Context: an optimization exercise on an open-source flow, tuned for small area, a short achievable clock period and few clock cycles per item. The choices shown serve that exercise and are no tape-out recipe.
Function was checked by simulation only, so behaviour that the tests miss may differ from the original.

## exp/tundra
Design conv3x3, start of the top module:
module conv3x3(
    input wire clk,
    input wire rst,
    input wire en,
    input wire [7:0] pixel1,
    input wire [7:0] pixel2,
    input wire [7:0] pixel3,
    input wire [7:0] pixel4,
    input wire [7:0] pixel5,
    input wire [7:0] pixel6,
    input wire [7:0] pixel7,
    input wire [7:0] pixel8,
    input wire [7:0] pixel9,
    input wire [7:0] filter1,
    input wire [7:0] filter2,
    input wire [7:0] filter3,
    input wire [7:0] filter4,
    input wire [7:0] filter5,
    input wire [7:0] filter6,
    input wire [7:0] filter7,
    input wire [7:0] filter8,
    input wire [7:0] filter9,
    output wire [31:0] result,
    output wire done
);
wire [48:0] cs;
reg [48:0] cs_reg;
reg done_reg;
alu alu1(
    .pixel1(pixel1),
    .pixel2(pixel2),
    .pixel3(pixel3),
    .pixel4(pixel4),
    .pixel5(pixel5),
    .pixel6(pixel6),
    .pixel7(pixel7),
    .pixel8(pixel8),
    .pixel9(pixel9),
    .filter1(filter1),
    .filter2(filter2),
    .filter3(filter3),
    .filter4(filter4),
    .filter5(filter5),
    .filter6(filter6),
    .filter7(filter7),
    .filter8(filter8),
    .filter9(filter9),
    .cs(cs)
);
always @ (posedge clk)
    cs_reg <= cs;
always @ (posedge clk or posedge rst) begin
    if (rst)
        done_reg <= 1'b0;
    else
        done_reg <= en;
end
wire bhs0, bhc0;
ha bha0 (.a(cs_reg[5]), .b(cs_reg[6]), .s(bhs0), .co(bhc0));
wire bhs1, bhc1;
ha bha1 (.a(cs_reg[8]), .b(cs_reg[9]), .s(bhs1), .co(bhc1));
wire bs537, bc537;
fa bfa537 (.a(cs_reg[10]), .b(cs_reg[11]), .c(cs_reg[12]), .s(bs537), .co(bc537));
wire bhs2, bhc2;
ha bha2 (.a(cs_reg[13]), .b(bhc1), .s(bhs2), .co(bhc2));
wire bs538, bc538;
fa bfa538 (.a(cs_reg[14]), .b(cs_reg[15]), .c(cs_reg[16]), .s(bs538), .co(bc538));
wire bhs3, bhc3;
ha bha3 (.a(bc537), .b(bs538), .s(bhs3), .co(bhc3));
wire bs539, bc539;
fa bfa539 (.a(cs_reg[17]), .b(cs_reg[18]), .c(cs_reg[19]), .s(bs539), .co(bc539));
wire bs540, bc540;
fa bfa540 (.a(cs_reg[20]), .b(cs_reg[21]), .c(bc538), .s(bs540), .co(bc540));
wire bhs4, bhc4;
ha bha4 (.a(bs539), .b(bhc3), .s(bhs4), .co(bhc4));
wire bs541, bc541;
fa bfa541 (.a(cs_reg[22]), .b(cs_reg[23]), .c(cs_reg[24]), .s(bs541), .co(bc541));
wire bs542, bc542;
fa bfa542 (.a(cs_reg[25]), .b(bc539), .c(bs541), .s(bs542), .co(bc542));
  ...
Settings: LEC_CHECK=0, CAP_MARGIN=20, CORE_MARGIN=2, CORE_UTILIZATION=40, SLEW_MARGIN=20, SYNTH_HIERARCHICAL=1; clock period 10.0 ns.
standard.sh (not shown) runs the stock make flow with config.mk's settings and CLKGATE_MAP_FILE= SYNTH_SCRIPT=/design/flow/synth_recipe.tcl, a recipe that flattens the netlist after the stock synthesis.
==> flow/flow/run.sh <==
#!/bin/bash
set -o pipefail
bash standard.sh "BUFFER_PORTS_ARGS=-buffer_cell sky130_fd_sc_hd__buf_1" finish > standard_flow.log 2>&1
exp/tundra closes out successfully: all stages finished, all timing, DRC and antenna checks passed.
Testbench counts of exp/tundra, summed over its fixed seeds: cycles 1,608, items 1,600.
#### Input delta (exp/fjord over exp/tundra)
==> flow/flow/run.sh <==
#!/bin/bash
set -o pipefail
bash standard.sh "BUFFER_PORTS_ARGS=-buffer_cell sky130_fd_sc_hd__buf_2" finish > standard_flow.log 2>&1
diff --git a/flow/config.mk b/flow/config.mk
--- a/flow/config.mk
+++ b/flow/config.mk
@@ -10 +10,2 @@
-export CORE_UTILIZATION = 40
+export CORE_UTILIZATION = 65
+export SETUP_SLACK_MARGIN = 4.3
[summary]
exp/fjord vs. exp/tundra: post-route standard cell area excluding fillers rose by 0.87%, portion of the post-synthesis area used by sequential elements saw little to no change.
exp/tundra → exp/fjord: utilization rose 27 points, tightest hold margin rose 16 ps.

---

oak:
conv3x3, a different RTL version from the one above (not shown whole).
Size: ~48 flip-flops, ~180 I/O pins, ~17000 um^2 of cells after synthesis.
Settings: LEC_CHECK=0, CAP_MARGIN=20, CORE_MARGIN=2, CORE_UTILIZATION=65, CTS_BUF_LIST=sky130_fd_sc_hd__clkbuf_8, SETUP_SLACK_MARGIN=4.3, SLEW_MARGIN=20, SYNTH_HIERARCHICAL=1; clock period 10.0 ns.
==> flow/flow/run.sh <==
#!/bin/bash
set -o pipefail
bash standard.sh "BUFFER_PORTS_ARGS=-buffer_cell sky130_fd_sc_hd__buf_2" finish > standard_flow.log 2>&1
Testbench counts of oak, summed over its fixed seeds: cycles 1,608, items 1,600.
The following lists how pine was set up differently from oak:
Settings: removing CTS_BUF_LIST (formerly sky130_fd_sc_hd__clkbuf_8).
## What came out
On sequential share of layout area, pine and oak are neck and neck. Cmp pine vs oak: setup slack higher in pine. Status: via count parity (pine, oak). Status: wire length parity (oak, pine). Layout overhead on the synthesized area (pine over oak): increase, 0.31 points. pine vs oak: cell area up in pine. The per-cell routed wire length was comparable across pine and oak. pine vs. oak: share of the cycle needed by the critical path after routing went down by 0.47 points.

---

run A:
RTL: one of the versions met above, not the one the previous note started from.
For scale: about 1500 cells after synthesis, roughly 180 I/O pins.
Settings: LEC_CHECK=0, CAP_MARGIN=20, CORE_MARGIN=2, CORE_UTILIZATION=40, SETUP_SLACK_MARGIN=4.5, SLEW_MARGIN=20, SYNTH_HIERARCHICAL=1; clock period 10.0 ns.
Scripts as last shown in full above: flow/flow/run.sh
Run A finished end to end and its layout was clean on timing, DRC and antenna.
Testbench counts of run A, summed over its fixed seeds: cycles 1,608, items 1,600.
Here is what was changed in the inputs of run B compared with run A.
# run A
export LEC_CHECK = 0
export CAP_MARGIN = 20
export CORE_MARGIN = 2
export CORE_UTILIZATION = 40
export SETUP_SLACK_MARGIN = 4.5
export SLEW_MARGIN = 20
export SYNTH_HIERARCHICAL = 1
create_clock -name core_clock -period 10.0 [get_ports {clk}]
# run B
export LEC_CHECK = 0
export CAP_MARGIN = 20
export CORE_MARGIN = 2
export CORE_UTILIZATION = 65
export GPL_TIMING_DRIVEN = 1
export SLEW_MARGIN = 20
export SYNTH_HIERARCHICAL = 1
create_clock -name core_clock -period 10.0 [get_ports {clk}]
[summary]
- Run B against run A: number of buffer and inverter stages on the critical path roughly the same, post-layout instance area lower.
- Run B: no failed stages, no open violations at the end
- Run B ended up with a higher detailed-routed wire length on met3 than run A did.
- Sort run B and run A by placed cell count, ascending, and run B comes first.
- Average via count per standard cell ends up higher on run B.
- Utilization after layout on run B is up relative to run A.
Changes in run C relative to run B:
# run B
export LEC_CHECK = 0
export CAP_MARGIN = 20
export CORE_MARGIN = 2
export CORE_UTILIZATION = 65
export GPL_TIMING_DRIVEN = 1
export SLEW_MARGIN = 20
export SYNTH_HIERARCHICAL = 1
create_clock -name core_clock -period 10.0 [get_ports {clk}]
# run C
export LEC_CHECK = 0
export CAP_MARGIN = 20
export CORE_MARGIN = 2
export CORE_UTILIZATION = 40
export SETUP_SLACK_MARGIN = 4
export SLEW_MARGIN = 20
export SYNTH_HIERARCHICAL = 1
create_clock -name core_clock -period 10.0 [get_ports {clk}]
==> comparison <==
Cmp run B and run C / met1 usage / lower: run C
Diff run C..run B | number of enable-type register cells in the synthesized netlist | unchanged
Compared with run B, run C shows a higher final non-filler cell area.
Against run B, run C reports a routability congestion estimate that is lower.
Diff run C..run B | cell area after synthesis | unchanged
Inputs modified between run C and run D:
# run C
export LEC_CHECK = 0
export CAP_MARGIN = 20
export CORE_MARGIN = 2
export CORE_UTILIZATION = 40
export SETUP_SLACK_MARGIN = 4
export SLEW_MARGIN = 20
export SYNTH_HIERARCHICAL = 1
create_clock -name core_clock -period 10.0 [get_ports {clk}]
# run D
export LEC_CHECK = 0
export CAP_MARGIN = 20
export CORE_MARGIN = 2
export CORE_UTILIZATION = 65
export SETUP_SLACK_MARGIN = 4.4
export SLEW_MARGIN = 20
export SYNTH_HIERARCHICAL = 1
create_clock -name core_clock -period 10.0 [get_ports {clk}]
Findings:
Relative to run C, the area of the die measured on run D has decreased by more than a quarter.
Compared to run C, the router laid down less metal wire for run D.
Buffer count excluding the clock tree in the final layout up 1.2% in run D wrt run C
Vias: run D above run C
Run D finished every step from synthesis to the final layout, and the layout passed the timing, DRC and antenna checks.

---

Starting RTL as in the previous note.
==> flow/config.mk <==
export PLATFORM = sky130hd
export DESIGN_NAME = conv3x3
export DESIGN_NICKNAME = conv3x3
export VERILOG_FILES = /design/flow/design.v
export SDC_FILE = /design/flow/constraint.sdc
export NUM_CORES = 4
export LEC_CHECK = 0
export ABC_CLOCK_PERIOD_IN_PS = 2000
export CAP_MARGIN = 20
export CORE_MARGIN = 2
export CORE_UTILIZATION = 40
export SLEW_MARGIN = 20
export SYNTH_HIERARCHICAL = 1
==> flow/constraint.sdc <==
create_clock -name core_clock -period 10.0 [get_ports {clk}]
set_input_delay 2.0000 -clock core_clock [delete_from_list [all_inputs] [get_ports {clk}]]
set_output_delay 2.0000 -clock core_clock [all_outputs]
set_load 0.01 [all_outputs]
Scripts as last shown in full above: flow/flow/run.sh
The baseline ran to the end with no violations.
Testbench counts at the start, summed over its fixed seeds: cycles 1,608, items 1,600.
Change:
Settings changed: ABC_CLOCK_PERIOD_IN_PS 2000 to not set, CORE_UTILIZATION 40 to 65.
After rerunning: The changed run finished with timing, DRC and antenna clean; cell area goes down by 1.6%; synthesized cell count does not change; fmax hardly moves; setup slack is better by 0.010 ns.

---

## job 101
RTL: one of the versions met above, not the one the previous note started from.
For scale: about 48 flip-flops, ~180 I/O pins.
clock: 10.0 ns
lec_check: 0
cap_margin: 20
core_margin: 2
core_utilization: 65
setup_slack_margin: 4.3
slew_margin: 20
synth_hierarchical: 1
==> flow/flow/run.sh <==
#!/bin/bash
set -o pipefail
bash standard.sh "BUFFER_PORTS_ARGS=-buffer_cell sky130_fd_sc_hd__buf_1" finish > standard_flow.log 2>&1
Testbench counts of job 101, summed over its fixed seeds: cycles 1,608, items 1,600.
The following lists how job 102 was set up differently from job 101:
Settings: swapping 4.3 for 4.4 in SETUP_SLACK_MARGIN.
==> flow/flow/run.sh <==
#!/bin/bash
set -o pipefail
bash standard.sh "BUFFER_PORTS_ARGS=-buffer_cell sky130_fd_sc_hd__buf_2" finish > standard_flow.log 2>&1
Notes after the runs:
Against job 101, job 102 comes in about 0.7% higher on total length of routed met3 wires. Job 102 — fraction of the cycle the final worst path needs 0.19 points lower, job 101 as reference. In terms of routed wire length, job 101 and job 102 differ only marginally. Taking job 101 as the reference, in job 102 cell area now sits higher; worst setup slack saw an increase. Compared with job 101, in job 102 buffering overhead climbed 1.4 points, flip-flop and latch count barely changed, relative slew slack dropped 5.1 points. The lower met1 capacity usage during global routing came out of job 102.

---

RTL: one of the versions met above, not the one the previous note started from.
For scale: about 1500 cells after synthesis, roughly 50 flip-flops, roughly 180 I/O pins, about 16000 µm² of cells after synthesis.
==> flow/design.v (excerpt) <==
module conv3x3(
    input wire clk,
    input wire rst,
    input wire en,
    input wire [7:0] pixel1,
    input wire [7:0] pixel2,
    input wire [7:0] pixel3,
    input wire [7:0] pixel4,
    input wire [7:0] pixel5,
    input wire [7:0] pixel6,
    input wire [7:0] pixel7,
    input wire [7:0] pixel8,
    input wire [7:0] pixel9,
    input wire [7:0] filter1,
    input wire [7:0] filter2,
    input wire [7:0] filter3,
    input wire [7:0] filter4,
    input wire [7:0] filter5,
    input wire [7:0] filter6,
    input wire [7:0] filter7,
    input wire [7:0] filter8,
    input wire [7:0] filter9,
    output wire [31:0] result,
    output wire done
);
Settings: LEC_CHECK=0, CAP_MARGIN=20, CORE_MARGIN=2, CORE_UTILIZATION=40, SETUP_SLACK_MARGIN=4, SLEW_MARGIN=20, SYNTH_HIERARCHICAL=1; clock period 10.0 ns.
run.sh (not shown) runs the stock make flow with config.mk's settings and CLKGATE_MAP_FILE= SYNTH_SCRIPT=/design/flow/synth_recipe.tcl, a recipe that flattens the netlist after the stock synthesis.
Stock flow here: none of the scripts above is used.
The first run passed the timing, DRC and antenna checks.
Testbench counts at the start, summed over its fixed seeds: cycles 1,608, items 1,600.
==> next run, changes <==
==> flow/flow/run.sh (new file) <==
#!/bin/bash
set -o pipefail
bash standard.sh "BUFFER_PORTS_ARGS=-buffer_cell sky130_fd_sc_hd__buf_2" finish > standard_flow.log 2>&1
==> flow/standard.sh (new file) <==
#!/bin/bash
# synth_recipe.tcl (not shown) runs the flow's synth.tcl, then flattens the netlist and writes it again
# the make line also repeats each setting of config.mk as NAME=value (left out here)
make -C /OpenROAD-flow-scripts/flow DESIGN_CONFIG=/design/flow/config.mk WORK_HOME=/design/flow/orfs CLKGATE_MAP_FILE= SYNTH_SCRIPT=/design/flow/synth_recipe.tcl "${@:-finish}"
- SETUP_SLACK_MARGIN: 4 -> unset
removed: flow/run.sh
What happened: Sequential share of layout area came out higher by 0.18 points; final area came out lower by a few percent; core utilization came out lower by 1.3 points; area after synthesis does not change; final cell count is about the same; wire length came out lower slightly; worst setup slack gets better by 160 ps.
==> next run, changes <==
- CORE_UTILIZATION: 40 -> 65
- SETUP_SLACK_MARGIN: unset -> 4.5
The new run went through all stages and came out clean.
Clock-buffer cell count went up by 1.
Synthesized cell count stays the same.
Global-route usage grows by 14 points.

-- re-timing with driven ports --
The flow's constraints put no driver on any port. The routed layouts listed below were extracted and timed again, unchanged, in two steps.
Step 1 sets driving cells, clkbuf_16 on the clock port and buf_2 on the other inputs (assumed; they add their load-dependent delay and slew).
Step 2 also shifts input and output timing later by t, the mid clock arrival at the registers, as if the neighbouring blocks saw the same clock.
a / b / c = ideal / step 1 / step 2; a / b = the first two.
run | t (ns) | setup WS [ns] | slew at the worst register clock pin (ns)
exp/tundra | 0.361 | 3.909 / 3.934 / 3.573 | 0.08 / 0.08
exp/fjord | 0.367 | 4.352 / 4.360 / 4.006 | 0.09 / 0.09
oak | 0.359 | 4.287 / 4.255 / 4.015 | 0.11 / 0.11
pine | 0.335 | 4.335 / 4.295 / 4.042 | 0.08 / 0.08
run A | 0.354 | 4.520 / 4.509 / 4.164 | 0.08 / 0.08
run B | 0.358 | 4.225 / 4.247 / 3.889 | 0.09 / 0.09
run C | 0.362 | 4.215 / 4.238 / 3.876 | 0.08 / 0.08
run D | 0.356 | 4.396 / 4.417 / 4.061 | 0.09 / 0.09
the first run of note 4 | 0.362 | 4.215 / 4.238 / 3.876 | 0.08 / 0.08
the second run of note 4 | 0.358 | 4.225 / 4.247 / 3.889 | 0.09 / 0.09
job 101 | 0.339 | 4.313 / 4.271 / 4.009 | 0.07 / 0.07
job 102 | 0.337 | 4.332 / 4.286 / 4.120 | 0.07 / 0.07
the first run of note 6 | 0.372 | 4.057 / 4.039 / 3.667 | 0.08 / 0.08
the second run of note 6 | 0.362 | 4.215 / 4.238 / 3.876 | 0.08 / 0.08
the third run of note 6 | 0.365 | 4.533 / 4.508 / 4.183 | 0.09 / 0.09
After both steps every run listed still meets setup and hold. For the first run of note 6, which loses most, drivers alone change the setup slack by -0.018 ns; drivers and shift together by -0.390 ns.
